What follows belongs to an exercise in optimizing a design on an open flow for small area, a short achievable clock period and few clock cycles; a production flow would make more cautious choices. The RTL was checked by simulation tests, not by an equivalence proof against the original design.

===== flow/flow/run.sh =====
#!/bin/bash
set -euo pipefail
export SETUP_SLACK_MARGIN=6.5
bash standard.sh > make.log 2>&1

===== flow/standard.sh =====
#!/bin/bash
# synth_recipe.tcl (not shown) runs the flow's synth.tcl, then flattens the netlist and writes it again
# the make line also repeats each setting of config.mk as NAME=value (left out here)
make -C /OpenROAD-flow-scripts/flow DESIGN_CONFIG=/design/flow/config.mk WORK_HOME=/design/flow/orfs CLKGATE_MAP_FILE= SYNTH_SCRIPT=/design/flow/synth_recipe.tcl "${@:-finish}"

===== flow/config.mk =====
export PLATFORM = sky130hd
export DESIGN_NAME = matrix_cpu
export DESIGN_NICKNAME = matrix_cpu
export VERILOG_FILES = /design/flow/design.v
export SDC_FILE = /design/flow/constraint.sdc
export NUM_CORES = 8
export LEC_CHECK = 0
export CAP_MARGIN = 20
export CORE_MARGIN = 2
export CORE_UTILIZATION = 55
export SLEW_MARGIN = 20

===== flow/constraint.sdc =====
create_clock -name core_clock -period 11.0 [get_ports {clk}]
set_input_delay 2.2000 -clock core_clock [delete_from_list [all_inputs] [get_ports {clk}]]
set_output_delay 2.2000 -clock core_clock [all_outputs]
set_load 0.01 [all_outputs]

===== flow/design.v =====
`timescale 1ns / 1ns
module program_counter (address, enable, clear, clk, reset);
output reg [3:0] address;
input wire enable, clear;
input wire clk, reset;
always @ (posedge clk)
  if (reset | clear)
     address <= 4'b0000;
  else if (enable)
     address <= address + 4'b0001;
endmodule
`timescale 1ns / 1ns
module exe_engine (
    input  wire        reset, start, busy,
    input  wire [26:0] instr,
    input  wire        xv, x_last, x_w,
    input  wire [6:0]  x_dest,
    input  wire        w_mem, w_out,
    input  wire [6:0]  wdest,
    output wire        accept, consume, fwd_a, fwd_b, stop_now
);
wire [2:0] op   = instr[26:24];
wire compute    = ~op[2] | (op[1:0] == 2'b00);      
wire is_stop    = (op == 3'b111);
wire r_out      = instr[22];
wire uses_s2    = ~op[2] & ~(op[1] & ~op[0]);       
wire [6:0] s1   = instr[14:8];
wire [6:0] s2   = instr[7:1];
wire x_free = ~xv | x_last;
wire haz = xv & ( x_w & r_out |
                 ~x_w & (~r_out & (s1 == x_dest) | uses_s2 & (s2 == x_dest)));
wire run = ~reset & (busy | start);
assign accept   = run & compute & x_free & ~haz;
assign consume  = accept | run & ~compute & ~is_stop;
assign stop_now = run & is_stop & (~xv | x_last & x_w);
assign fwd_a    = r_out ? w_out : w_mem & (s1 == wdest);
assign fwd_b    = w_mem & (s2 == wdest);
endmodule
`timescale 1ns / 1ns
module output_reg(data, write_data, data_to_write, reset, clk);
output reg [255:0] data;
input wire write_data;
input wire [255:0] data_to_write;
input wire reset, clk;
always @ (posedge clk)
  if (reset)
    data <= 256'b0;
  else if (write_data)
    data <= data_to_write;
endmodule
`timescale 1ns / 1ns
module matrix_mult (
    output wire [255:0] m_out,
    input  wire [255:0] a, z,
    input  wire [95:0]  y,
    input  wire         cin
);
genvar r, c;
generate
for (c = 0; c < 4; c = c + 1) begin : col
    for (r = 0; r < 4; r = r + 1) begin : row
        mac16 u (.x(a[r*64 + c*16 +: 16]), .bo(y[c*24 +: 8]), .bt(y[c*24 + 8 +: 8]), .bn(y[c*24 + 16 +: 8]),
                 .z(z[r*64 + c*16 +: 16]), .cin(cin),
                 .o(m_out[r*64 + c*16 +: 16]));
    end
end
endgenerate
endmodule
module mac16(input [15:0] x, input [7:0] bo, bt, bn, input [15:0] z, input cin, output [15:0] o);
wire p1;
wire p2;
wire p3;
wire p4;
wire p5;
wire p6;
wire p7;
wire p8;
wire p9;
wire p10;
wire p11;
wire p12;
wire p13;
wire p14;
wire p15;
wire p16;
wire p17;
wire p18;
wire p19;
wire p20;
wire p21;
wire p22;
wire p23;
wire p24;
wire p25;
wire p26;
wire p27;
wire p28;
wire p29;
wire p30;
wire p31;
wire p32;
wire p33;
wire p34;
wire p35;
wire p36;
wire p37;
wire p38;
wire p39;
wire p40;
wire p41;
wire p42;
wire p43;
wire p44;
wire p45;
wire p46;
wire p47;
wire p48;
wire p49;
wire p50;
wire p51;
wire p52;
wire p53;
wire p54;
wire p55;
wire p56;
wire p57;
wire p58;
wire p59;
wire p60;
wire p61;
wire p62;
wire p63;
wire p64;
wire p65;
wire p66;
wire p67;
wire p68;
wire p69;
wire p70;
wire p71;
wire p72;
wire s73;
wire c74;
wire s75;
wire c76;
wire s77;
wire c78;
wire s79;
wire c80;
wire s81;
wire c82;
wire s83;
wire c84;
wire s85;
wire c86;
wire s87;
wire c88;
wire s89;
wire c90;
wire s91;
wire c92;
wire s93;
wire c94;
wire s95;
wire c96;
wire s97;
wire c98;
wire s99;
wire c100;
wire s101;
wire c102;
wire s103;
wire c104;
wire s105;
wire c106;
wire s107;
wire c108;
wire s109;
wire c110;
wire s111;
wire c112;
wire s113;
wire c114;
wire s115;
wire c116;
wire s117;
wire c118;
wire s119;
wire c120;
wire s121;
wire c122;
wire s123;
wire c124;
wire s125;
wire c126;
wire s127;
wire c128;
wire s129;
wire c130;
wire s131;
wire c132;
wire s133;
wire c134;
wire s135;
wire c136;
wire s137;
wire c138;
wire s139;
wire c140;
wire s141;
wire c142;
wire s143;
wire c144;
wire s145;
wire c146;
wire s147;
wire c148;
wire s149;
wire c150;
wire s151;
wire c152;
wire s153;
wire c154;
wire s155;
wire c156;
wire s157;
wire c158;
wire s159;
wire c160;
wire s161;
wire c162;
wire s163;
wire c164;
wire s165;
wire c166;
wire s167;
wire c168;
wire s169;
wire c170;
wire s171;
wire c172;
wire s173;
wire c174;
wire s175;
wire c176;
wire s177;
wire c178;
wire s179;
wire c180;
wire s181;
wire c182;
wire s183;
wire c184;
wire s185;
wire c186;
wire s187;
wire c188;
wire s189;
wire c190;
wire s191;
wire c192;
wire s193;
wire c194;
wire s195;
wire c196;
wire s197;
wire c198;
wire s199;
wire c200;
wire s201;
wire c202;
wire s203;
wire c204;
wire s205;
wire c206;
wire s207;
wire c208;
wire s209;
wire c210;
wire s211;
wire c212;
wire s213;
wire c214;
wire s215;
wire c216;
wire s217;
wire c218;
assign p1 = bn[0] ^ ((bo[0] & x[0]) | (bt[0] & 1'b0));
assign p2 = bn[0] ^ ((bo[0] & x[1]) | (bt[0] & x[0]));
assign p3 = bn[0] ^ ((bo[0] & x[2]) | (bt[0] & x[1]));
assign p4 = bn[0] ^ ((bo[0] & x[3]) | (bt[0] & x[2]));
assign p5 = bn[0] ^ ((bo[0] & x[4]) | (bt[0] & x[3]));
assign p6 = bn[0] ^ ((bo[0] & x[5]) | (bt[0] & x[4]));
assign p7 = bn[0] ^ ((bo[0] & x[6]) | (bt[0] & x[5]));
assign p8 = bn[0] ^ ((bo[0] & x[7]) | (bt[0] & x[6]));
assign p9 = bn[0] ^ ((bo[0] & x[8]) | (bt[0] & x[7]));
assign p10 = bn[0] ^ ((bo[0] & x[9]) | (bt[0] & x[8]));
assign p11 = bn[0] ^ ((bo[0] & x[10]) | (bt[0] & x[9]));
assign p12 = bn[0] ^ ((bo[0] & x[11]) | (bt[0] & x[10]));
assign p13 = bn[0] ^ ((bo[0] & x[12]) | (bt[0] & x[11]));
assign p14 = bn[0] ^ ((bo[0] & x[13]) | (bt[0] & x[12]));
assign p15 = bn[0] ^ ((bo[0] & x[14]) | (bt[0] & x[13]));
assign p16 = bn[0] ^ ((bo[0] & x[15]) | (bt[0] & x[14]));
assign p17 = bn[1] ^ ((bo[1] & x[0]) | (bt[1] & 1'b0));
assign p18 = bn[1] ^ ((bo[1] & x[1]) | (bt[1] & x[0]));
assign p19 = bn[1] ^ ((bo[1] & x[2]) | (bt[1] & x[1]));
assign p20 = bn[1] ^ ((bo[1] & x[3]) | (bt[1] & x[2]));
assign p21 = bn[1] ^ ((bo[1] & x[4]) | (bt[1] & x[3]));
assign p22 = bn[1] ^ ((bo[1] & x[5]) | (bt[1] & x[4]));
assign p23 = bn[1] ^ ((bo[1] & x[6]) | (bt[1] & x[5]));
assign p24 = bn[1] ^ ((bo[1] & x[7]) | (bt[1] & x[6]));
assign p25 = bn[1] ^ ((bo[1] & x[8]) | (bt[1] & x[7]));
assign p26 = bn[1] ^ ((bo[1] & x[9]) | (bt[1] & x[8]));
assign p27 = bn[1] ^ ((bo[1] & x[10]) | (bt[1] & x[9]));
assign p28 = bn[1] ^ ((bo[1] & x[11]) | (bt[1] & x[10]));
assign p29 = bn[1] ^ ((bo[1] & x[12]) | (bt[1] & x[11]));
assign p30 = bn[1] ^ ((bo[1] & x[13]) | (bt[1] & x[12]));
assign p31 = bn[2] ^ ((bo[2] & x[0]) | (bt[2] & 1'b0));
assign p32 = bn[2] ^ ((bo[2] & x[1]) | (bt[2] & x[0]));
assign p33 = bn[2] ^ ((bo[2] & x[2]) | (bt[2] & x[1]));
assign p34 = bn[2] ^ ((bo[2] & x[3]) | (bt[2] & x[2]));
assign p35 = bn[2] ^ ((bo[2] & x[4]) | (bt[2] & x[3]));
assign p36 = bn[2] ^ ((bo[2] & x[5]) | (bt[2] & x[4]));
assign p37 = bn[2] ^ ((bo[2] & x[6]) | (bt[2] & x[5]));
assign p38 = bn[2] ^ ((bo[2] & x[7]) | (bt[2] & x[6]));
assign p39 = bn[2] ^ ((bo[2] & x[8]) | (bt[2] & x[7]));
assign p40 = bn[2] ^ ((bo[2] & x[9]) | (bt[2] & x[8]));
assign p41 = bn[2] ^ ((bo[2] & x[10]) | (bt[2] & x[9]));
assign p42 = bn[2] ^ ((bo[2] & x[11]) | (bt[2] & x[10]));
assign p43 = bn[3] ^ ((bo[3] & x[0]) | (bt[3] & 1'b0));
assign p44 = bn[3] ^ ((bo[3] & x[1]) | (bt[3] & x[0]));
assign p45 = bn[3] ^ ((bo[3] & x[2]) | (bt[3] & x[1]));
assign p46 = bn[3] ^ ((bo[3] & x[3]) | (bt[3] & x[2]));
assign p47 = bn[3] ^ ((bo[3] & x[4]) | (bt[3] & x[3]));
assign p48 = bn[3] ^ ((bo[3] & x[5]) | (bt[3] & x[4]));
assign p49 = bn[3] ^ ((bo[3] & x[6]) | (bt[3] & x[5]));
assign p50 = bn[3] ^ ((bo[3] & x[7]) | (bt[3] & x[6]));
assign p51 = bn[3] ^ ((bo[3] & x[8]) | (bt[3] & x[7]));
assign p52 = bn[3] ^ ((bo[3] & x[9]) | (bt[3] & x[8]));
assign p53 = bn[4] ^ ((bo[4] & x[0]) | (bt[4] & 1'b0));
assign p54 = bn[4] ^ ((bo[4] & x[1]) | (bt[4] & x[0]));
assign p55 = bn[4] ^ ((bo[4] & x[2]) | (bt[4] & x[1]));
assign p56 = bn[4] ^ ((bo[4] & x[3]) | (bt[4] & x[2]));
assign p57 = bn[4] ^ ((bo[4] & x[4]) | (bt[4] & x[3]));
assign p58 = bn[4] ^ ((bo[4] & x[5]) | (bt[4] & x[4]));
assign p59 = bn[4] ^ ((bo[4] & x[6]) | (bt[4] & x[5]));
assign p60 = bn[4] ^ ((bo[4] & x[7]) | (bt[4] & x[6]));
assign p61 = bn[5] ^ ((bo[5] & x[0]) | (bt[5] & 1'b0));
assign p62 = bn[5] ^ ((bo[5] & x[1]) | (bt[5] & x[0]));
assign p63 = bn[5] ^ ((bo[5] & x[2]) | (bt[5] & x[1]));
assign p64 = bn[5] ^ ((bo[5] & x[3]) | (bt[5] & x[2]));
assign p65 = bn[5] ^ ((bo[5] & x[4]) | (bt[5] & x[3]));
assign p66 = bn[5] ^ ((bo[5] & x[5]) | (bt[5] & x[4]));
assign p67 = bn[6] ^ ((bo[6] & x[0]) | (bt[6] & 1'b0));
assign p68 = bn[6] ^ ((bo[6] & x[1]) | (bt[6] & x[0]));
assign p69 = bn[6] ^ ((bo[6] & x[2]) | (bt[6] & x[1]));
assign p70 = bn[6] ^ ((bo[6] & x[3]) | (bt[6] & x[2]));
assign p71 = bn[7] ^ ((bo[7] & x[0]) | (bt[7] & 1'b0));
assign p72 = bn[7] ^ ((bo[7] & x[1]) | (bt[7] & x[0]));
assign s73 = p15 ^ p29;
assign c74 = p15 & p29;
assign s75 = p16 ^ p30;
assign c76 = p16 & p30;
assign s77 = p9 ^ p23;
assign c78 = p9 & p23;
assign s79 = p10 ^ p24;
assign c80 = p10 & p24;
assign s81 = p11 ^ p25 ^ p37;
assign c82 = (p11 & p25) | (p11 & p37) | (p25 & p37);
assign s83 = p47 ^ p55;
assign c84 = p47 & p55;
assign s85 = p12 ^ p26 ^ p38;
assign c86 = (p12 & p26) | (p12 & p38) | (p26 & p38);
assign s87 = p48 ^ p56;
assign c88 = p48 & p56;
assign s89 = p13 ^ p27 ^ p39;
assign c90 = (p13 & p27) | (p13 & p39) | (p27 & p39);
assign s91 = p49 ^ p57 ^ p63;
assign c92 = (p49 & p57) | (p49 & p63) | (p57 & p63);
assign s93 = p67 ^ bn[6];
assign c94 = p67 & bn[6];
assign s95 = p14 ^ p28 ^ p40;
assign c96 = (p14 & p28) | (p14 & p40) | (p28 & p40);
assign s97 = p50 ^ p58 ^ p64;
assign c98 = (p50 & p58) | (p50 & p64) | (p58 & p64);
assign s99 = p68 ^ z[13];
assign c100 = p68 & z[13];
assign s101 = s73 ^ p41 ^ p51;
assign c102 = (s73 & p41) | (s73 & p51) | (p41 & p51);
assign s103 = p59 ^ p65 ^ p69;
assign c104 = (p59 & p65) | (p59 & p69) | (p65 & p69);
assign s105 = p71 ^ bn[7] ^ z[14];
assign c106 = (p71 & bn[7]) | (p71 & z[14]) | (bn[7] & z[14]);
assign s107 = c74 ^ s75 ^ p42;
assign c108 = (c74 & s75) | (c74 & p42) | (s75 & p42);
assign s109 = p52 ^ p60 ^ p66;
assign c110 = (p52 & p60) | (p52 & p66) | (p60 & p66);
assign s111 = p70 ^ p72 ^ z[15];
assign c112 = (p70 & p72) | (p70 & z[15]) | (p72 & z[15]);
assign s113 = p5 ^ p19;
assign c114 = p5 & p19;
assign s115 = p6 ^ p20;
assign c116 = p6 & p20;
assign s117 = p7 ^ p21 ^ p33;
assign c118 = (p7 & p21) | (p7 & p33) | (p21 & p33);
assign s119 = p43 ^ bn[3];
assign c120 = p43 & bn[3];
assign s121 = p8 ^ p22 ^ p34;
assign c122 = (p8 & p22) | (p8 & p34) | (p22 & p34);
assign s123 = p44 ^ z[7];
assign c124 = p44 & z[7];
assign s125 = s77 ^ p35 ^ p45;
assign c126 = (s77 & p35) | (s77 & p45) | (p35 & p45);
assign s127 = p53 ^ bn[4] ^ z[8];
assign c128 = (p53 & bn[4]) | (p53 & z[8]) | (bn[4] & z[8]);
assign s129 = c78 ^ s79 ^ p36;
assign c130 = (c78 & s79) | (c78 & p36) | (s79 & p36);
assign s131 = p46 ^ p54 ^ z[9];
assign c132 = (p46 & p54) | (p46 & z[9]) | (p54 & z[9]);
assign s133 = c80 ^ s81 ^ s83;
assign c134 = (c80 & s81) | (c80 & s83) | (s81 & s83);
assign s135 = p61 ^ bn[5] ^ z[10];
assign c136 = (p61 & bn[5]) | (p61 & z[10]) | (bn[5] & z[10]);
assign s137 = c82 ^ c84 ^ s85;
assign c138 = (c82 & c84) | (c82 & s85) | (c84 & s85);
assign s139 = s87 ^ p62 ^ z[11];
assign c140 = (s87 & p62) | (s87 & z[11]) | (p62 & z[11]);
assign s141 = c86 ^ c88 ^ s89;
assign c142 = (c86 & c88) | (c86 & s89) | (c88 & s89);
assign s143 = s91 ^ s93 ^ z[12];
assign c144 = (s91 & s93) | (s91 & z[12]) | (s93 & z[12]);
assign s145 = c90 ^ c92 ^ c94;
assign c146 = (c90 & c92) | (c90 & c94) | (c92 & c94);
assign s147 = s95 ^ s97 ^ s99;
assign c148 = (s95 & s97) | (s95 & s99) | (s97 & s99);
assign s149 = c96 ^ c98 ^ c100;
assign c150 = (c96 & c98) | (c96 & c100) | (c98 & c100);
assign s151 = s101 ^ s103 ^ s105;
assign c152 = (s101 & s103) | (s101 & s105) | (s103 & s105);
assign s153 = c102 ^ c104 ^ c106;
assign c154 = (c102 & c104) | (c102 & c106) | (c104 & c106);
assign s155 = s107 ^ s109 ^ s111;
assign c156 = (s107 & s109) | (s107 & s111) | (s109 & s111);
assign s157 = p1 ^ bn[0];
assign c158 = p1 & bn[0];
assign s159 = p3 ^ p17;
assign c160 = p3 & p17;
assign s161 = p4 ^ p18;
assign c162 = p4 & p18;
assign s163 = s113 ^ p31 ^ bn[2];
assign c164 = (s113 & p31) | (s113 & bn[2]) | (p31 & bn[2]);
assign s165 = c114 ^ s115 ^ p32;
assign c166 = (c114 & s115) | (c114 & p32) | (s115 & p32);
assign s167 = c116 ^ s117 ^ s119;
assign c168 = (c116 & s117) | (c116 & s119) | (s117 & s119);
assign s169 = c118 ^ c120 ^ s121;
assign c170 = (c118 & c120) | (c118 & s121) | (c120 & s121);
assign s171 = c122 ^ c124 ^ s125;
assign c172 = (c122 & c124) | (c122 & s125) | (c124 & s125);
assign s173 = c126 ^ c128 ^ s129;
assign c174 = (c126 & c128) | (c126 & s129) | (c128 & s129);
assign s175 = c130 ^ c132 ^ s133;
assign c176 = (c130 & c132) | (c130 & s133) | (c132 & s133);
assign s177 = c134 ^ c136 ^ s137;
assign c178 = (c134 & c136) | (c134 & s137) | (c136 & s137);
assign s179 = c138 ^ c140 ^ s141;
assign c180 = (c138 & c140) | (c138 & s141) | (c140 & s141);
assign s181 = c142 ^ c144 ^ s145;
assign c182 = (c142 & c144) | (c142 & s145) | (c144 & s145);
assign s183 = c146 ^ c148 ^ s149;
assign c184 = (c146 & c148) | (c146 & s149) | (c148 & s149);
assign s185 = c150 ^ c152 ^ s153;
assign c186 = (c150 & c152) | (c150 & s153) | (c152 & s153);
assign s187 = s157 ^ z[0];
assign c188 = s157 & z[0];
assign s189 = c158 ^ p2 ^ z[1];
assign c190 = (c158 & p2) | (c158 & z[1]) | (p2 & z[1]);
assign s191 = s159 ^ bn[1] ^ z[2];
assign c192 = (s159 & bn[1]) | (s159 & z[2]) | (bn[1] & z[2]);
assign s193 = c160 ^ s161 ^ z[3];
assign c194 = (c160 & s161) | (c160 & z[3]) | (s161 & z[3]);
assign s195 = c162 ^ s163 ^ z[4];
assign c196 = (c162 & s163) | (c162 & z[4]) | (s163 & z[4]);
assign s197 = c164 ^ s165 ^ z[5];
assign c198 = (c164 & s165) | (c164 & z[5]) | (s165 & z[5]);
assign s199 = c166 ^ s167 ^ z[6];
assign c200 = (c166 & s167) | (c166 & z[6]) | (s167 & z[6]);
assign s201 = c168 ^ s169 ^ s123;
assign c202 = (c168 & s169) | (c168 & s123) | (s169 & s123);
assign s203 = c170 ^ s171 ^ s127;
assign c204 = (c170 & s171) | (c170 & s127) | (s171 & s127);
assign s205 = c172 ^ s173 ^ s131;
assign c206 = (c172 & s173) | (c172 & s131) | (s173 & s131);
assign s207 = c174 ^ s175 ^ s135;
assign c208 = (c174 & s175) | (c174 & s135) | (s175 & s135);
assign s209 = c176 ^ s177 ^ s139;
assign c210 = (c176 & s177) | (c176 & s139) | (s177 & s139);
assign s211 = c178 ^ s179 ^ s143;
assign c212 = (c178 & s179) | (c178 & s143) | (s179 & s143);
assign s213 = c180 ^ s181 ^ s147;
assign c214 = (c180 & s181) | (c180 & s147) | (s181 & s147);
assign s215 = c182 ^ s183 ^ s151;
assign c216 = (c182 & s183) | (c182 & s151) | (s183 & s151);
assign s217 = c184 ^ s185 ^ s155;
assign c218 = (c184 & s185) | (c184 & s155) | (s185 & s155);
wire [15:0] ra = {c216, c214, c212, c210, c208, c206, c204, c202, c200, c198, c196, c194, c192, c190, c188, s187};
wire [15:0] rb = {s217, s215, s213, s211, s209, s207, s205, s203, s201, s199, s197, s195, s193, s191, s189, cin};
assign o = ra + rb;
endmodule
`timescale 1ns / 1ns
module matrix_cpu (
    input  wire         clk,
    input  wire         reset,
    input  wire         start,
    output wire         done,
    output wire [3:0]   imem_addr,
    input  wire [26:0]  imem_data,
    output wire [6:0]   mem_rd1_addr,
    input  wire [255:0] mem_rd1_data,
    output wire [6:0]   mem_rd2_addr,
    input  wire [255:0] mem_rd2_data,
    output wire         mem_we,
    output wire [6:0]   mem_waddr,
    output wire [255:0] mem_wdata
);
wire [255:0] out_q;         
reg  [255:0] opa;           
reg  [95:0]  ycur;          
reg  [191:0] ynext;         
function [23:0] booth;
    input [15:0] y;
    integer d;
    reg [16:0] yy;
    begin
        yy = {y, 1'b0};
        for (d = 0; d < 8; d = d + 1) begin
            booth[d]      = yy[2*d+1] ^ yy[2*d];                        
            booth[8 + d]  = (yy[2*d+2 -: 3] == 3'b011) | (yy[2*d+2 -: 3] == 3'b100);  
            booth[16 + d] = yy[2*d+2];                                   
        end
    end
endfunction
reg  [255:0] zr;            
reg  [255:0] res;           
reg          busy;          
wire [3:0]   pc;
reg          xv;            
reg          c_mul, c_sub;
reg          x_w;
reg  [6:0]   x_dest;
reg  [1:0]   k;             
reg          w_mem, w_out;
reg  [6:0]   wdest;
wire x_last = ~c_mul | (k == 2'd3);
wire        accept, consume, fwd_a, fwd_b, stop_now;
exe_engine ctl (
    .reset(reset), .start(start), .busy(busy), .instr(imem_data),
    .xv(xv), .x_last(x_last), .x_w(x_w), .x_dest(x_dest),
    .w_mem(w_mem), .w_out(w_out), .wdest(wdest),
    .accept(accept), .consume(consume), .fwd_a(fwd_a), .fwd_b(fwd_b),
    .stop_now(stop_now)
);
program_counter pcr (.address(pc), .clk(clk), .reset(reset),
                     .clear(~busy & ~start | stop_now),
                     .enable(consume));
assign imem_addr    = pc;
assign mem_rd1_addr = imem_data[14:8];
assign mem_rd2_addr = imem_data[7:1];
wire [2:0] op   = imem_data[26:24];
wire i_add = (op == 3'b000);
wire i_sub = (op == 3'b001);
wire i_scl = (op == 3'b010);
wire i_mul = (op == 3'b011);
wire i_tr  = (op == 3'b100);
wire [255:0] s1 = fwd_a ? res : (imem_data[22] ? out_q : mem_rd1_data);
wire [255:0] s2 = fwd_b ? res : mem_rd2_data;
wire [255:0] mac_out;
genvar r, c, j;
generate
for (r = 0; r < 4; r = r + 1) begin : g_r
    for (c = 0; c < 4; c = c + 1) begin : g_c
        always @(posedge clk)
            opa[r*64 + c*16 +: 16] <= accept ? s1[r*64 + c*16 +: 16]
                                             : opa[r*64 + ((c+1)%4)*16 +: 16];
        always @(posedge clk)
            zr[r*64 + c*16 +: 16] <= ~accept ? mac_out[r*64 + c*16 +: 16] :
                                     (i_add | i_sub) ? s2[r*64 + c*16 +: 16] ^ {16{i_sub}} :
                                     i_tr ? s1[c*64 + r*16 +: 16] : 16'd0;
    end
end
for (c = 0; c < 4; c = c + 1) begin : g_y
    wire [15:0] y_first = i_mul ? s2[c*64 + c*16 +: 16] :
                          i_scl ? {8'b0, imem_data[7:0]} :
                          {15'd0, i_add | i_sub};
    wire [15:0] y_now = accept ? y_first : ynext[c*48 +: 16];
    always @(posedge clk)
        ycur[c*24 +: 24] <= booth(y_now);
    for (j = 1; j < 4; j = j + 1) begin : g_yj
        always @(posedge clk)
            ynext[c*48 + (j-1)*16 +: 16] <= accept ? s2[((c+j)%4)*64 + c*16 +: 16] :
                                            (j < 3) ? ynext[c*48 + j*16 +: 16] : 16'd0;
    end
end
endgenerate
always @(posedge clk) begin
    if (accept) begin
        c_mul    <= i_mul;
        c_sub    <= i_sub;
        x_w      <= imem_data[23];
        x_dest   <= imem_data[21:15];
    end
end
matrix_mult mm (.m_out(mac_out), .a(opa), .y(ycur), .z(zr), .cin(c_sub));
always @(posedge clk)
    res <= mac_out;
always @(posedge clk) begin
    if (reset) begin
        busy   <= 1'b0;
        xv     <= 1'b0;
        w_mem  <= 1'b0;
        w_out  <= 1'b0;
        k      <= 2'd0;
    end else begin
        busy   <= (busy | start) & ~stop_now;
        xv     <= accept | xv & ~x_last;
        w_mem  <= xv & x_last & ~x_w;
        w_out  <= xv & x_last & x_w;
        if (xv & c_mul) k <= k + 2'd1;
    end
end
always @(posedge clk)
    if (xv & x_last) wdest <= x_dest;
output_reg outr (.data(out_q), .write_data(w_out), .data_to_write(res),
                 .reset(reset), .clk(clk));
assign done      = ~busy;
assign mem_we    = w_mem;
assign mem_waddr = wdest;
assign mem_wdata = res;
endmodule

==> flow_summary.toml, run 1 <==
[synth]
ys_top_cells_by_area = "dfxtp_1 25%, fa_1 14%, xnor2_1 9.8%"
ys_types = 73
ys_warn_count = 3
synth_cells = 11794
yosys_register_bits = 1339
synth_top_area_share_pct = 24.7
async_reset_ff_share_pct = 0
postSynthAreaPerCell_sq_um = 9.10
synth.most_common_cell = "inv_1"
synth_area_sq_um = 107000
seq_area_frac_synth_pct = 25.1
yosysTopAreaCell = "dfxtp_1"
synth_edf_count = 17
synth_nets = 13578
synth_commonest_cells = "1349 x inv_1, 1322 x dfxtp_1, 1205 x xnor2_1"
synth_flop_cell = "dfxtp_1"

[detailed_routing]
met1_length_microns = 184000
wl_per_cell_microns = 34.8
route.vias.total = 99435
wl_microns = 526000
top_layer_used = "met5"
drtIter0Drc = 13261
first_pass_iters = 7
vias_per_cell = 6.58
dr_wl_met3_microns = 69300
post-route-drc-count = 0
met2_length_microns = 213000
ant_nets = 0

[sta]
period_minus_slack_ps = 4850
period_share_pct = 44.0
setup_viol = 0
hold_ws_ps = 426
finalMaxSlewViolations = 0
maxSlewHeadroom_pct = 9.81
fmax_ghz = 0.206
grt_setup_unrepaired = "yes"
tightest_slew_ps = 1340
clock_skew_ps = 31.3
hold_violations = 0
tns_ps = 0
layout_setup_ws_ps = 6150

[placed_design]
placed_cells = 14404
preCtsSetupSlack_ps = 4230
dp_hpwl_microns = 354000
dpl_cell_area_sq_um = 117000
portBuffers = 824
routabilityCongestion = 1.03

[global_route]
grt_max_degree = 142
antenna_found_initial = 63
grt_overflow = 0
gr-usage-all-layers_pct = 51.3
grt_pass1_wl_microns = 726000
grt_pass1_vias = 97965

[critical_path]
regToRegSetupSlack_ps = 6150
crit_fanout = 4
endpoint_kind = "flop"
crit_path_start = "ycur[24]"
worstPathRequired_ps = 11770
start_kind = "flop"
r2r_start = "ycur[24]"
rr_endpoint = "zr[95]"
critical_path_arrival_ps = 5620
crit_end = "zr[95]"
critPathKind = "flop to flop"
worstRegToRegCells = 16

[die]
fp.dieW_microns = 446
ios = 825
core-area_sq_um = 194000
rows = 162
die_area_sq_um = 199000
start_util_pct = 55.2
dieHeight_microns = 446

[clock_network]
clkSinkCount = 1339
cts_root_buf = "clkbuf_16"
worstSkewPairLatency_ps = 880
cts_tree = "done"
clockBufferDepth = 3
cts_made_buffers = 154
cts_max_level = 4
hold_buffers = 0
clk_pin_slew_ps = 70

[layout]
final_layout_size_suffix_gt1_share_pct = 14.5
syn2layout_area_growth_pct = 23.1
fillers = 15533
final_net_count = 14183
final_cell_area_sq_um = 132000
fin_cells = 15110
final_util_pct = 68.0

[hold_path]
hold_depth = 2
min-delay-path-class = "flop to flop"

[run_status]
status = "finished clean"

[flow_run]
drv_cap = 0
-- flip-flops by register name (all words and copies together) (netlist names), 2 cells and up --
signal	flops
wdest	7
opa	256
outr.data	256
pcr.address	4
ycur	96
k	2
x_dest	7
res	256
zr	256
ynext	192
-- cell usage in the layout (no fill, tap or decap), drive strengths merged, types with 46 or more instances in the layout --
master and n:
nor3 51, mux2i 803, nor2 785, buf 558
nor2b 60, a21o 46, nand2 617, o221ai 146
clkdlybuf4s50 790, inv 1366, xnor2 1208, o21a 183
clkbuf 235, fa 752, ha 490, dfxtp 1322
and2 52, xor2 560, a21oi 337, a221oi 100
a22oi 1037, o21ai 451, mux2 172
-- layer usage --
metal | GRT usage (%) | vias to the layer above
met5 | 0 | -
met4 | 46.7 | 34
met3 | 17.4 | 2382
met2 | 72.1 | 7862
met1 | 61.6 | 48581
li1 | - | 40576
-- worst max-delay path, cell delays in order (launching register included) --
cell and delay [ps]:
dfxtp_4 400, buf_16 170, buf_12 130, a22oi_2 200
xnor2_2 100, fa_1 560, fa_1 430, fa_1 500
inv_2 40, fa_1 500, inv_1 50, ha_2 180
or3_4 400, o221a_4 310, o41ai_4 420, xnor2_2 160
o21a_1 200
-- how the worst min path moves through the flow --
stage               startpoint         end  slack [ps]
floorplan           ynext[168]  ynext[152]         400
global placement    ynext[142]  ynext[126]         410
detailed placement   ynext[67]   ynext[51]         420
CTS                  ynext[71]   ynext[55]         420
global route         ynext[91]   ynext[75]         450
finish               ynext[91]   ynext[75]         430
-- cell type report --
type	instances	area [sq um]	share of cell area (%)
Inverter	1355	5120	3.88
Clock inverter	56	927	0.702
Sequential cell	1339	27400	20.8
Multi-Input combinational cell	8147	74600	56.5
Antenna cell	45	113	0.0852
Clock buffer	224	4530	3.43
Tap cell	2542	3180	2.41
Timing Repair Buffer	1402	16200	12.2
-- cells by family (layout without fill, tap and decap cells) --
family	count (synthesis)	after routing	synth area share [%]
AOI/OAI and AO/OA	2472	2472	16.0
xor gates and xnor gates	1768	1768	14.4
adders and majority gates	1242	1242	19.7
buffers and inverters	2310	3037	8.61
DFF	1339	1339	25.1
muxes	975	975	9.56
other	0	45	0
and+or+nand+nor	1688	1690	6.48
-- what timing repair did --
item	in CTS	in global routing
gates cloned	66	7
endpoints found under the setup margin	900	280
setup buffers	213	95
pin swaps	189	241
gates resized for setup	926	399
Testbench counts, summed over its fixed seeds: cycles 12,545.
==> inputs of run 2 (changes only) <==
==> flow/flow/run.sh (replaced) <==
#!/bin/bash
set -euo pipefail
export SETUP_SLACK_MARGIN=6.3
export BUFFER_PORTS_ARGS="-buffer_cell sky130_fd_sc_hd__buf_2"
bash standard.sh > make.log 2>&1
==> run 2 against run 1 <==
  * Core utilization down 2.6 points
  * Still clean
  * Highest routed layer unchanged
  * Via count about the same
  * First-iteration DRC count grew 8.1%
  * Register-to-register slack lost 70 ps
  * Critical endpoint is now zr[239]
  * Count of clock-buffer cells in the layout shrank 5
  * Clock skew increased by 1.8 ps
  * Synthesized cell count is the same
  * Sequential share of layout area increased by 0.76 points
  * Area after synthesis unchanged
  * Fmax is 1.4% lower
  * Design area decreased by 3.8%
==> flow_summary.toml, run 2 <==
[placed_design]
dpl_cell_area_sq_um = 113000
routabilityCongestion = 1.02
dp_hpwl_microns = 358000
portBuffers = 824

[detailed_routing]
top_layer_used = "met5"
ant_nets = 0
first_pass_iters = 7
met1_length_microns = 185000
vias_per_cell = 6.60
wl_microns = 534000
dr_wl_met3_microns = 71700
met2_length_microns = 215000
route.vias.total = 99527
wl_per_cell_microns = 35.4
post-route-drc-count = 0
drtIter0Drc = 14333

[clock_network]
cts_root_buf = "clkbuf_16"
worstSkewPairLatency_ps = 900
cts_made_buffers = 159
hold_buffers = 0
clkSinkCount = 1339
cts_max_level = 4
cts_tree = "done"
clockBufferDepth = 3
clk_pin_slew_ps = 70

[critical_path]
cpMostUsedCell = "fa_1"
crit_path_start = "opa[229]"
crit_end = "zr[239]"
crit_fanout = 12
worstRegToRegCells = 17
endpoint_kind = "flop"
critPathTopFamily = "adder cells"
critical_path_arrival_ps = 5690
cp_num_buf_inv = 3
regToRegSetupSlack_ps = 6090
rr_endpoint = "zr[239]"
start_kind = "flop"
slowest_delay_ps = 520
r2r_start = "opa[229]"
critPathKind = "flop to flop"
path_cells = "a22oi_2 > xor2_2 > fa_1 > fa_1 > inv_1 > fa_1 > inv_2 > fa_1 > inv_2 > ha_4 > or3_4 > a2111oi_4 > o31ai_2 > a21o_1 > a21oi_4 > xnor2_2 > o21a_1"
worstPathRequired_ps = 11780
crit_slowest_cell = "dfxtp_4"
cp.depth = 17

[die]
start_util_pct = 55.2
core-area_sq_um = 194000
dieHeight_microns = 446
rows = 162
ios = 825
fp.dieW_microns = 446
die_area_sq_um = 199000

[layout]
final_util_pct = 65.4
fillers = 15989
final_common_cell = "inv_1"
layout_common_cells = "1316 x inv_1, 1147 x dfxtp_1, 1146 x xnor2_1"
final_net_count = 14151
multiInputGateArea_sq_um = 74200
syn2layout_area_growth_pct = 18.5
final_cell_area_sq_um = 127000
final_layout_size_suffix_gt1_share_pct = 19.9
final-seq-area_sq_um = 27400

[synth]
synth_flop_cell = "dfxtp_1"
yosys_register_bits = 1339
synth_area_sq_um = 107000
seq_area_frac_synth_pct = 25.1
synth_cells = 11794
ys_top_cells_by_area = "dfxtp_1 25%, fa_1 14%, xnor2_1 9.8%"
ys_types = 73
synth.most_common_cell = "inv_1"
synth_nets = 13578
ys_warn_count = 3
async_reset_ff_share_pct = 0
synth_edf_count = 17
yosysTopAreaCell = "dfxtp_1"
synth_top_area_share_pct = 24.7
synth_commonest_cells = "1349 x inv_1, 1322 x dfxtp_1, 1205 x xnor2_1"
postSynthAreaPerCell_sq_um = 9.10

[sta]
tns_ps = 0
maxSlewHeadroom_pct = 14.2
finalMaxSlewViolations = 0
grt_setup_unrepaired = "yes"
tightest_slew_ps = 1280
hold_violations = 0
period_share_pct = 44.7
setup_viol = 0
period_minus_slack_ps = 4910
hold_ws_ps = 435
clock_skew_ps = 33.1
fmax_ghz = 0.204

[global_route]
grt_pass1_wl_microns = 730000
gr-usage-all-layers_pct = 51.6
grt_pass1_vias = 96462
antenna_found_initial = 51
grt_max_degree = 163
grt_overflow = 0

[hold_path]
min-delay-path-class = "flop to flop"

[flow_run]
drv_cap = 0

[run_status]
status = "finished clean"
run 2: repair_timing:
item | CTS | global route
setup endpoints to repair | 805 | 181
resized for setup | 641 | 427
gates cloned | 57 | 12
buffers inserted | 177 | 75
pin swaps | 160 | 252
run 2: worst min path at each step:
stage                from          to  slack [ps]  cells after the start
4_1_cts         ynext[93]   ynext[77]         440                      2
3_3_place_gp    ynext[69]   ynext[53]         410                      2
6_report        ynext[34]   ynext[18]         430                      2
5_1_grt         ynext[68]   ynext[52]         460                      2
3_5_place_dp    ynext[71]   ynext[55]         420                      2
2_1_floorplan  ynext[168]  ynext[152]         400                      2
run 2: cells by family (layout without fill, tap and decap cells):
| group | count (synthesis) | in the layout | synth area share, % |
|---|---|---|---|
| AO/OA/AOI/OAI | 2472 | 2472 | 16.0 |
| buffers and inverters | 2310 | 3017 | 8.61 |
| XOR/XNOR | 1768 | 1768 | 14.4 |
| AND/OR/NAND/NOR | 1688 | 1690 | 6.48 |
| flip-flops | 1339 | 1339 | 25.1 |
| adder cells (fa/ha/maj) | 1242 | 1242 | 19.7 |
| multiplexers | 975 | 975 | 9.56 |
| other | 0 | 39 | 0 |
run 2: stage by stage:
step                      setup WS [ps]  std cells
after floorplan                    6300      11794
after global placement             4250      14426
after detailed placement           4140      14427
after CTS                          6130      14958
after global routing               6000      15067
final                              6090      15084
run 2: worst register-to-register path: stages (launching register included):
cell and delay (ps):
dfxtp_4 520, a22oi_2 170, xor2_2 200, fa_1 510, fa_1 490, inv_1 50
fa_1 490, inv_2 40, fa_1 510, inv_2 50, ha_4 160, or3_4 400
a2111oi_4 390, o31ai_2 120, a21o_1 240, a21oi_4 200, xnor2_2 100, o21a_1 170
run 2: cell type report:
| class | instances | share of cell area [%] |
|---|---|---|
| clock buffer | 219 | 3.57 |
| timing repair inverter | 2 | 0.0138 |
| sequential | 1339 | 21.5 |
| timing repair buffer | 1363 | 9.17 |
| antenna | 39 | 0.0767 |
| inverter | 1355 | 4.04 |
| multi-input combinational | 8147 | 58.4 |
| tap | 2542 | 2.50 |
| clock inverter | 78 | 0.748 |
run 2: per-layer routing:
| metal | GRT usage (%) | vias to the layer above |
|---|---|---|
| met3 | 17.2 | 2286 |
| met4 | 47.8 | 26 |
| met5 | 0.0977 | - |
| li1 | - | 40531 |
| met1 | 61.9 | 48944 |
| met2 | 72.6 | 7740 |
==> inputs of run 3 (changes only) <==
==> flow/flow/run.sh (replaced) <==
#!/bin/bash
set -euo pipefail
export SETUP_SLACK_MARGIN=6.0
export BUFFER_PORTS_ARGS="-buffer_cell sky130_fd_sc_hd__buf_2"
bash standard.sh > make.log 2>&1
--- a/flow/config.mk
+++ b/flow/config.mk
@@ -7,5 +7,5 @@
 export LEC_CHECK = 0
 export CAP_MARGIN = 20
 export CORE_MARGIN = 2
-export CORE_UTILIZATION = 55
+export CORE_UTILIZATION = 65
 export SLEW_MARGIN = 20
==> run 3 against run 2 <==
  * Flip-flop and latch count stayed put
  * Fmax is 3.5% lower
  * Critical path depth is 5 lower
  * Design area is 5.2% lower
  * Setup slack worse by 180 ps
==> flow_summary.toml, run 3 <==
[synth]
yosysTopAreaCell = "dfxtp_1"
synth.most_common_cell = "inv_1"
postSynthAreaPerCell_sq_um = 9.10
seq_area_frac_synth_pct = 25.1
synth_edf_count = 17
synth_commonest_cells = "1349 x inv_1, 1322 x dfxtp_1, 1205 x xnor2_1"
yosys_register_bits = 1339
ys_types = 73
synth_cells = 11794
synth_top_area_share_pct = 24.7
ys_warn_count = 3
synth_area_sq_um = 107000
synth_flop_cell = "dfxtp_1"
synth_nets = 13578
async_reset_ff_share_pct = 0
ys_top_cells_by_area = "dfxtp_1 25%, fa_1 14%, xnor2_1 9.8%"

[critical_path]
cpMostUsedCell = "nand2_1"
worstRegToRegCells = 15
crit_slowest_cell = "a21oi_2"
cp_num_buf_inv = 4
start_kind = "input pin"
regToRegSetupSlack_ps = 6050
path_cells = "buf_12 > nand2_1 > or2_2 > buf_4 > clkinv_1 > buf_4 > a21oi_2 > a21oi_1 > nand2_1 > nand2_1 > ha_1 > mux2_1"
rr_endpoint = "zr[143]"
worstPathRequired_ps = 11720
critPathTopFamily = "buffers and inverters"
slowest_delay_ps = 930
r2r_start = "opa[135]"
crit_fanout = 70
crit_path_start = "imem_data[24]"
critPathKind = "input pin to flop"
critical_path_arrival_ps = 5810
endpoint_kind = "flop"

[flow_run]
drv_cap = 0

[placed_design]
routabilityCongestion = 1.07
placed_cells = 14031
portBuffers = 824
dp_hpwl_microns = 339000

[layout]
syn2layout_area_growth_pct = 12.3
final_common_cell = "inv_1"
fillers = 12403
fin_cells = 14491
final_net_count = 13907
layout_common_cells = "1349 x inv_1, 1196 x xnor2_1, 1163 x dfxtp_1"
final_layout_size_suffix_gt1_share_pct = 15.1

[sta]
setup_viol = 0
clock_skew_ps = 28.9
tns_ps = 0
finalMaxSlewViolations = 0
hold_violations = 0
fmax_ghz = 0.196
period_share_pct = 46.3
tightest_slew_ps = 1370
period_minus_slack_ps = 5090
grt_setup_unrepaired = "no"
hold_ws_ps = 428
maxSlewHeadroom_pct = 7.99

[detailed_routing]
wl_microns = 475000
wl_per_cell_microns = 32.8
drtIter0Drc = 14822
vias_per_cell = 6.79
route.vias.total = 98373
first_pass_iters = 8
post-route-drc-count = 0
ant_nets = 0

[clock_network]
clk_pin_slew_ps = 60
worstSkewPairLatency_ps = 860
cts_root_buf = "clkbuf_16"
cts_tree = "done"
cts_max_level = 4
clockBufferDepth = 3
hold_buffers = 0
cts_made_buffers = 154
clkSinkCount = 1339

[global_route]
grt_overflow = 0
grt_pass1_vias = 95074
gr-usage-all-layers_pct = 54.2
antenna_found_initial = 56
grt_pass1_wl_microns = 662000
grt_max_degree = 193

[hold_path]
hold_depth = 2
min-delay-path-class = "flop to flop"
hp-start = "ynext[143]"
min_to = "ynext[127]"

[die]
fp.dieW_microns = 410
start_util_pct = 65.3
ios = 825
rows = 149
die_area_sq_um = 168000
dieHeight_microns = 410
core-area_sq_um = 164000

[run_status]
status = "finished clean"
## run 3: changes by cell type in the layout (fill, tap and decap cells not counted), moves of 33 or more
cell / delta
buf_4: -141
a22oi_1: +89
a22oi_2: -89
ha_1: +66
xnor2_1: +50
buf_12: -47
xnor2_2: -46
ha_4: -44
a21oi_1: +34
inv_1: +33
inv_2: -33
## run 3: kinds of logic (layout without fill, tap and decap cells)
logic type | after synthesis | count (layout) | synth area share [%]
other | 0 | 57 | 0
xor gates and xnor gates | 1768 | 1768 | 14.4
and+or+nand+nor | 1688 | 1690 | 6.48
adders and majority gates | 1242 | 1242 | 19.7
buffers and inverters | 2310 | 2759 | 8.61
DFF | 1339 | 1339 | 25.1
AOI/OAI and AO/OA | 2472 | 2472 | 16.0
muxes | 975 | 975 | 9.56
## run 3: routing by layer
| metal | vias up | share of wire [%] | track usage [%] |
|---|---|---|---|
| met4 | 34 | 11 | 45.4 |
| li1 | 40005 | - | - |
| met5 | - | 0.19 | 1.75 |
| met3 | 2491 | 16 | 22.2 |
| met1 | 47180 | 34 | 65.1 |
| met2 | 8663 | 39 | 74.9 |
## run 3: how the worst max path moves through the flow
stage | cells after the start | slack (ps) | endpoint
5_1_grt | 19 | 5950 | zr[63]
3_5_place_dp | 12 | 4580 | ycur[63]
4_1_cts | 17 | 5950 | zr[31]
6_report | 12 | 5910 | ycur[34]
3_3_place_gp | 12 | 4640 | ycur[63]
2_1_floorplan | 18 | 6030 | zr[15]
## run 3: cell type report
type                       instances  area [sq um]  share of cell area, %
clock buffer                     207          4430                   3.67
tap                             2189          2740                   2.27
antenna                           57           143                  0.118
clock inverter                    71           813                  0.675
timing repair buffer            1125          8160                   6.77
timing repair inverter             1          8.76                0.00727
multi-input combinational       8147         71800                   59.6
inverter                        1355          5110                   4.24
sequential                      1339         27300                   22.6
## run 3: tightest hold or removal path, cell delays in order (launching register included)
cell and delay [ps]:
dfxtp_1 300, nand2_1 50, o21ai_1 50
## run 3: per-stage QoR
stage	utilization [%]	instance area [sq um]	setup slack, ps
finish	73.3	121000	5910
CTS	72.3	119000	5950
global placement	67.9	112000	4640
detailed placement	67.9	112000	4580
floorplan	-	107000	6030
global route	73.2	120000	5950
## run 3: timing repair
action	4_1_cts	5_1_grt
cloned	19	14
resized for setup	230	236
setup buffers	62	28
endpoints found under the hold margin	0	0
pin swaps	7	54
endpoints found under the setup margin	318	119
==> inputs of run 4 (changes only) <==
--- a/flow/config.mk
+++ b/flow/config.mk
@@ -7,5 +7,5 @@
 export LEC_CHECK = 0
 export CAP_MARGIN = 20
 export CORE_MARGIN = 2
-export CORE_UTILIZATION = 65
+export CORE_UTILIZATION = 55
 export SLEW_MARGIN = 20
==> run 4 against run 3 <==
  * Core utilization decreased by 11 points
  * Final cell count rose by 2.7%
  * Design area increased by 1.1%
  * Setup slack improved by 110 ps
  * Non-clock buffer count up 53
  * Critical path type is now flop to flop
==> flow_summary.toml, run 4 <==
[die]
rows = 162
ios = 825
fp.dieW_microns = 446
core-area_sq_um = 194000
start_util_pct = 55.2
dieHeight_microns = 446
die_area_sq_um = 199000

[synth]
yosys_register_bits = 1339
synth_flop_cell = "dfxtp_1"
ys_warn_count = 3
synth_edf_count = 17
yosysTopAreaCell = "dfxtp_1"
synth_top_area_share_pct = 24.7
synth.most_common_cell = "inv_1"
async_reset_ff_share_pct = 0
synth_commonest_cells = "1349 x inv_1, 1322 x dfxtp_1, 1205 x xnor2_1"
seq_area_frac_synth_pct = 25.1
synth_nets = 13578
postSynthAreaPerCell_sq_um = 9.10
synth_area_sq_um = 107000
ys_top_cells_by_area = "dfxtp_1 25%, fa_1 14%, xnor2_1 9.8%"
ys_types = 73
synth_cells = 11794

[placed_design]
preCtsSetupSlack_ps = 3800
routabilityCongestion = 1.02
dp_hpwl_microns = 354000
portBuffers = 824
dpl_cell_area_sq_um = 112000

[critical_path]
worstPathRequired_ps = 11730
critical_path_arrival_ps = 5710
crit_fanout = 23
start_kind = "flop"
critPathKind = "flop to flop"
endpoint_kind = "flop"

[sta]
grt_setup_unrepaired = "yes"
finalMaxSlewViolations = 0
clock_skew_ps = 69.1
fmax_ghz = 0.201
tns_ps = 0
layout_setup_ws_ps = 6020
tightest_slew_ps = 1290
period_minus_slack_ps = 4980
hold_violations = 0
period_share_pct = 45.3
maxSlewHeadroom_pct = 13.6
setup_viol = 0
hold_ws_ps = 431

[global_route]
antenna_found_initial = 51
grt_max_degree = 152
gr-usage-all-layers_pct = 47.4
grt_pass1_wl_microns = 678000
grt_overflow = 0
grt_pass1_vias = 93151

[detailed_routing]
route.vias.total = 95908
post-route-drc-count = 0
first_pass_iters = 8
wl_microns = 493000
ant_nets = 0
wl_per_cell_microns = 33.2
drtIter0Drc = 12191
vias_per_cell = 6.45

[clock_network]
clk_pin_slew_ps = 60
clockBufferDepth = 3
cts_made_buffers = 159
hold_buffers = 0
clkSinkCount = 1339
cts_max_level = 4
cts_root_buf = "clkbuf_16"
cts_tree = "done"
worstSkewPairLatency_ps = 880

[hold_path]
min-delay-path-class = "flop to flop"

[layout]
final_cell_area_sq_um = 122000
final_net_count = 13964
layout_common_cells = "1347 x inv_1, 1191 x xnor2_1, 1154 x dfxtp_1"
final_common_cell = "inv_1"
syn2layout_area_growth_pct = 13.5
final_layout_size_suffix_gt1_share_pct = 15.5

[flow_run]
drv_cap = 0

[run_status]
status = "finished clean"
## run 4: worst paths after layout
| path | cells after the start | slack [ps] | from | end |
|---|---|---|---|---|
| max | 16 | 6020 | ycur[42] | zr[31] |
| min | 2 | 430 | ynext[72] | ynext[56] |
| min reg2reg | 2 | 430 | ynext[72] | ynext[56] |
| max reg2reg | 16 | 6020 | ycur[42] | zr[31] |
## run 4: metrics by stage
step | utilization, % | cells
after detailed placement | 57.8 | 14408
after CTS | 61.6 | 14765
final | 62.7 | 14880
after global placement | 57.8 | 14408
after global routing | 62.7 | 14862
after floorplan | - | 11794
## run 4: metal layers
layer	track usage, %	up-vias	part of all wire [%]
li1	-	40089	-
met1	59.5	47346	37
met2	68.7	6683	41
met3	12.6	1754	12
met4	37.9	36	10
met5	0	-	0.051
## run 4: cells by family (layout without fill, tap and decap cells)
logic type	after synthesis	count (layout)	share of synthesized area [%]
other	0	30	0
xor gates and xnor gates	1768	1768	14.4
DFF	1339	1339	25.1
AOI/OAI and AO/OA	2472	2472	16.0
adders and majority gates	1242	1242	19.7
buffers and inverters	2310	2823	8.61
and+or+nand+nor	1688	1689	6.48
muxes	975	975	9.56
## run 4: area by class of cell
class | count | area [sq um]
diodes | 30 | 75.1
flip-flops and latches | 1339 | 27300
well taps | 2542 | 3180
fillers | 16686 | 72500
repair inverters | 1 | 8.76
multi-input cells | 8146 | 71800
inverters | 1355 | 5120
repair buffers | 1178 | 8750
clock buffers | 224 | 4540
clock inverters | 65 | 1030
## run 4: critical path, cell delays in order (launching register included)
cell and delay, ps:
dfxtp_4 570, buf_8 360, xor2_1 230, fa_1 480
fa_1 510, inv_1 50, fa_1 470, inv_1 50
fa_1 490, inv_1 40, ha_1 330, o21a_1 190
nor2_1 170, a211oi_1 120, o41ai_2 360, xnor2_1 190
o21a_1 200
## run 4: timing repair
action                                  in CTS  in global routing
resized for setup                          233                256
gates cloned                                15                 25
endpoints found under the setup margin     718                232
pin swaps                                    5                 56
setup buffers                               53                 59
==> inputs of run 5 (changes only) <==
--- a/flow/config.mk
+++ b/flow/config.mk
@@ -5,7 +5,9 @@
 export SDC_FILE = /design/flow/constraint.sdc
 export NUM_CORES = 8
 export LEC_CHECK = 0
-export CAP_MARGIN = 20
+export CAP_MARGIN = 10
 export CORE_MARGIN = 2
 export CORE_UTILIZATION = 55
-export SLEW_MARGIN = 20
+export CTS_CLUSTER_DIAMETER = 90
+export CTS_CLUSTER_SIZE = 22
+export SLEW_MARGIN = 10
==> run 5 against run 4 <==
  * Routed wire length fell by 0.29%
  * Sequential share of layout area rose by 0.52 points
  * Area after synthesis did not move
  * Die area did not move
  * Flip-flop and latch count did not move
  * Highest routed layer unchanged
==> flow_summary.toml, run 5 <==
[sta]
fmax_ghz = 0.198
grt_setup_unrepaired = "yes"
hold_violations = 0
period_share_pct = 46.0
period_minus_slack_ps = 5050
tns_ps = 0
setup_viol = 0
hold_ws_ps = 407
clock_skew_ps = 63.8
maxSlewHeadroom_pct = 3.23
tightest_slew_ps = 1450
finalMaxSlewViolations = 0
layout_setup_ws_ps = 5950

[critical_path]
endpoint_kind = "flop"
slowest_delay_ps = 720
cpMostUsedCell = "buf_12"
critPathTopFamily = "compound AO/OA/AOI/OAI gates"
worstRegToRegCells = 15
cp.depth = 8
crit_fanout = 151
cp_num_buf_inv = 3
critical_path_arrival_ps = 5700
critPathKind = "input pin to flop"
start_kind = "input pin"
crit_slowest_cell = "a221oi_1"
path_cells = "buf_16 > nand3b_1 > o41ai_4 > buf_12 > buf_12 > o21ai_1 > a221oi_1 > nor2_1"
worstPathRequired_ps = 11650

[placed_design]
placed_cells = 14408
routabilityCongestion = 1.02
preCtsSetupSlack_ps = 3820
dpl_cell_area_sq_um = 112000
dp_hpwl_microns = 354000
portBuffers = 824

[global_route]
grt_pass1_vias = 92528
antenna_found_initial = 53
gr-usage-all-layers_pct = 47.4
grt_overflow = 0
grt_max_degree = 152
grt_pass1_wl_microns = 678000

[clock_network]
worstSkewPairLatency_ps = 830
hold_buffers = 0
clockBufferDepth = 3
clkSinkCount = 1339
cts_made_buffers = 87
cts_tree = "done"
clk_pin_slew_ps = 100
cts_root_buf = "clkbuf_16"
cts_max_level = 3

[hold_path]
hold_depth = 2
min-delay-path-class = "flop to flop"

[layout]
final_layout_size_suffix_gt1_share_pct = 14.7
fin_cells = 14721
final_cell_area_sq_um = 119000
layout_common_cells = "1349 x inv_1, 1194 x xnor2_1, 1151 x dfxtp_1"
syn2layout_area_growth_pct = 11.0
final_util_pct = 61.3
final_net_count = 13887
final_common_cell = "inv_1"

[synth]
yosysTopAreaCell = "dfxtp_1"
seq_area_frac_synth_pct = 25.1
synth_flop_cell = "dfxtp_1"
synth.most_common_cell = "inv_1"
ys_top_cells_by_area = "dfxtp_1 25%, fa_1 14%, xnor2_1 9.8%"
synth_top_area_share_pct = 24.7
synth_commonest_cells = "1349 x inv_1, 1322 x dfxtp_1, 1205 x xnor2_1"
synth_area_sq_um = 107000
ys_types = 73
postSynthAreaPerCell_sq_um = 9.10
synth_cells = 11794
synth_edf_count = 17
async_reset_ff_share_pct = 0
yosys_register_bits = 1339
ys_warn_count = 3
synth_nets = 13578

[die]
dieHeight_microns = 446
core-area_sq_um = 194000
start_util_pct = 55.2
rows = 162
ios = 825
die_area_sq_um = 199000
fp.dieW_microns = 446

[detailed_routing]
first_pass_iters = 7
wl_microns = 492000
vias_per_cell = 6.50
drtIter0Drc = 12525
post-route-drc-count = 0
route.vias.total = 95683
ant_nets = 0
wl_per_cell_microns = 33.4

[flow_run]
drv_cap = 0

[run_status]
status = "finished clean"
-- run 5: changes by cell type in the layout (fill, tap and decap cells not counted), moves of 7 or more --
cell	delta
bufinv_16	-11
clkinvlp_4	-9
clkinv_2	-18
clkinv_8	+7
clkbuf_16	-79
clkinv_16	-9
clkbuf_8	-25
buf_6	+7
clkbuf_1	-29
-- run 5: final timing paths --
path | from | slack, ps | end
setup / recovery | imem_data[22] | 5950 | zr[144]
hold / removal | ynext[95] | 410 | ynext[79]
setup reg to reg | ycur[32] | 6050 | zr[159]
hold reg to reg | ynext[95] | 410 | ynext[79]
-- run 5: logic make-up after synthesis --
group | count (synthesis) | share of synthesized area [%]
buffers and inverters | 2310 | 8.61
XOR/XNOR | 1768 | 14.4
adder cells (fa/ha/maj) | 1242 | 19.7
AND/OR/NAND/NOR | 1688 | 6.48
AO/OA/AOI/OAI | 2472 | 16.0
multiplexers | 975 | 9.56
flip-flops | 1339 | 25.1
-- run 5: final cells by class --
type	count	area (sq um)
well taps	2542	3180
repair inverters	1	8.76
clock buffers	98	2270
diodes	26	65.1
repair buffers	1173	8690
multi-input cells	8146	71800
inverters	1355	5120
fillers	16949	75200
flip-flops and latches	1339	27300
clock inverters	41	632
-- run 5: repair_timing --
item | in CTS | in global routing
cloned | 20 | 19
setup buffers | 58 | 50
pin swaps | 4 | 53
resized for setup | 238 | 255
setup endpoints to repair | 721 | 184
hold endpoints to repair | 0 | 0
-- run 5: worst reg2reg max path, stage by stage (launching register included) --
cell and delay [ps]:
dfxtp_4 460, buf_16 220, a22oi_1 110, xnor2_1 190, fa_1 570, fa_1 430, fa_1 500, inv_1 60
fa_1 510, inv_1 50, ha_1 230, or3_4 410, o221a_4 300, o41ai_4 420, xnor2_2 200, o21a_1 200
-- run 5: per-layer routing --
metal	up-vias	track usage [%]	share of wire, %
met5	-	0	0.048
met4	34	37.5	9.8
met3	1656	12.3	12
met2	6668	68.7	41
met1	47449	59.8	37
li1	39876	-	-
==> inputs of run 6 (changes only) <==
==> flow/flow/run.sh (replaced) <==
#!/bin/bash
set -euo pipefail
export SETUP_SLACK_MARGIN=6.0
export BUFFER_PORTS_ARGS="-buffer_cell sky130_fd_sc_hd__buf_1"
bash standard.sh > make.log 2>&1
==> run 6 against run 5 <==
  * Fmax up 0.88%
  * Design area decreased by 0.98%
  * Die area did not move
  * Register-to-register slack about the same
  * Count of clock-buffer cells in the layout increased by 4
  * Final cell count hardly changed
  * Routed wire length is 2.0% higher
  * Clock skew down 19 ps
  * Core utilization down 0.60 points
  * Non-clock buffer count is 20 lower
==> flow_summary.toml, run 6 <==
[run_status]
status = "finished clean"

[detailed_routing]
wl_microns = 502000
first_pass_iters = 8
wl_per_cell_microns = 34.1
vias_per_cell = 6.49
route.vias.total = 95467
post-route-drc-count = 0
ant_nets = 0
drtIter0Drc = 12012

[synth]
synth_nets = 13578
synth_top_area_share_pct = 24.7
synth_cells = 11794
postSynthAreaPerCell_sq_um = 9.10
synth_flop_cell = "dfxtp_1"
synth_commonest_cells = "1349 x inv_1, 1322 x dfxtp_1, 1205 x xnor2_1"
yosysTopAreaCell = "dfxtp_1"
synth.most_common_cell = "inv_1"
ys_types = 73
ys_top_cells_by_area = "dfxtp_1 25%, fa_1 14%, xnor2_1 9.8%"
synth_area_sq_um = 107000
yosys_register_bits = 1339
ys_warn_count = 3
async_reset_ff_share_pct = 0
seq_area_frac_synth_pct = 25.1
synth_edf_count = 17

[clock_network]
cts_max_level = 3
worstSkewPairLatency_ps = 800
hold_buffers = 0
cts_root_buf = "clkbuf_16"
clockBufferDepth = 3
clkSinkCount = 1339
cts_made_buffers = 89
cts_tree = "done"
clk_pin_slew_ps = 90

[die]
fp.dieW_microns = 446
core-area_sq_um = 194000
rows = 162
dieHeight_microns = 446
start_util_pct = 55.2
ios = 825
die_area_sq_um = 199000

[critical_path]
start_kind = "input pin"
crit_fanout = 29
cpMostUsedCell = "buf_6"
endpoint_kind = "flop"
crit_slowest_cell = "mux2i_1"
slowest_delay_ps = 640
path_cells = "buf_1 > xnor2_1 > nand4_1 > nor2_4 > buf_6 > buf_6 > mux2i_1 > a211oi_1 > a21oi_2 > inv_1 > ha_1 > mux2_1"
worstPathRequired_ps = 11670
critPathKind = "input pin to flop"
critical_path_arrival_ps = 5680

[global_route]
grt_pass1_vias = 92476
grt_pass1_wl_microns = 686000
gr-usage-all-layers_pct = 48.3
grt_overflow = 0
antenna_found_initial = 47
grt_max_degree = 145

[sta]
maxSlewHeadroom_pct = 7.29
grt_setup_unrepaired = "yes"
hold_ws_ps = 420
clock_skew_ps = 44.4
tightest_slew_ps = 1350
setup_viol = 0
period_share_pct = 45.6
fmax_ghz = 0.200
period_minus_slack_ps = 5010
tns_ps = 0
hold_violations = 0
finalMaxSlewViolations = 0

[layout]
final_layout_size_suffix_gt1_share_pct = 7.91
fillers = 17123
syn2layout_area_growth_pct = 9.88
final_net_count = 13867
layout_common_cells = "1349 x inv_1, 1194 x xnor2_1, 1155 x dfxtp_1"
final_common_cell = "inv_1"

[placed_design]
dp_hpwl_microns = 361000
routabilityCongestion = 1.06
portBuffers = 824

[hold_path]
min-delay-path-class = "flop to flop"

[flow_run]
drv_cap = 0
run 6: cell counts after synthesis:
No cell type changed its count.
run 6: through the flow:
stage	setup slack [ps]	cells	util [%]	area [sq um]
4_1_cts	5930	14628	59.8	116000
3_5_place_dp	4700	14415	57.3	111000
6_report	5990	14715	60.7	118000
5_1_grt	5920	14692	60.7	118000
3_3_place_gp	4660	14414	57.2	111000
2_1_floorplan	6030	11794	-	107000
run 6: path summary, 6_finish.rpt:
path / start / endpoint / slack, ps / cells after the start
worst max-delay path: imem_data[5] / ycur[11] / 5990 / 12
worst min-delay path: ynext[41] / ynext[25] / 420 / 2
worst max register to register: opa[134] / zr[143] / 6060 / 15
worst min register to register: ynext[41] / ynext[25] / 420 / 2
run 6: what timing repair did:
action | CTS | global route
pin swaps | 5 | 46
resized for setup | 274 | 236
endpoints found under the setup margin | 461 | 160
setup buffers | 48 | 38
endpoints found under the hold margin | 0 | 0
cloned | 15 | 18
run 6: area by class of cell:
cell class                 instances  area, sq um  area share [%]
multi-input combinational       8145        71900            60.9
sequential                      1339        27300            23.2
timing repair buffer            1153         7410            6.28
inverter                        1355         5110            4.34
tap                             2542         3180            2.70
clock buffer                     102         2340            1.98
clock inverter                    48          617           0.523
antenna                           31         77.6          0.0658
run 6: critical path: cells and delay by family:
| family | cells | cell delay [ps] |
|---|---|---|
| compound gates | 2 | 400 |
| xor+xnor | 1 | 190 |
| fa+ha+maj | 1 | 200 |
| buf+inv | 4 | 1350 |
| mux | 2 | 920 |
| simple gates | 2 | 330 |
run 6: kinds of logic after synthesis:
| kind of cell | after synthesis | synth area share (%) |
|---|---|---|
| AO/OA/AOI/OAI | 2472 | 16.0 |
| buffers and inverters | 2310 | 8.61 |
| XOR/XNOR | 1768 | 14.4 |
| AND/OR/NAND/NOR | 1688 | 6.48 |
| flip-flops | 1339 | 25.1 |
| adder cells (fa/ha/maj) | 1242 | 19.7 |
| multiplexers | 975 | 9.56 |
run 6: layer usage:
metal / part of all wire [%] / up-vias / global-route usage (%)
met4: 11 / 26 / 42.4
met3: 13 / 1775 / 13.4
met5: 0.034 / - / 0
met2: 41 / 6825 / 68.7
li1: - / 39858 / -
met1: 36 / 46983 / 59.8

==> re-timing with driven ports <==
No port has a modelled driver above. Below, the same layouts with a new extraction and two added sets of constraints.
Step 1 sets driving cells, clkbuf_16 on the clock port and buf_2 on the other inputs (assumed; they add their load-dependent delay and slew).
Step 2 also shifts input and output timing later by t, the mid clock arrival at the registers, as if the neighbouring blocks saw the same clock.
Slacks: no drivers / after step 1 / after step 2; pairs: no drivers / after step 1.
run	t, ns	setup slack, ns	worst register clock-pin slew, ns
run 1	0.968	6.155 / 6.155 / 5.478	0.07 / 0.07
run 2	0.966	6.087 / 6.087 / 5.354	0.07 / 0.07
run 3	0.942	5.906 / 5.957 / 5.015	0.07 / 0.07
run 4	0.947	6.019 / 5.953 / 5.007	0.07 / 0.07
run 5	0.897	5.945 / 5.884 / 4.987	0.11 / 0.11
run 6	0.884	5.989 / 5.982 / 5.183	0.10 / 0.10
After both steps every run listed still meets setup and hold. For run 4, which loses most, drivers alone change the setup slack by -0.066 ns; drivers and shift together by -1.012 ns.
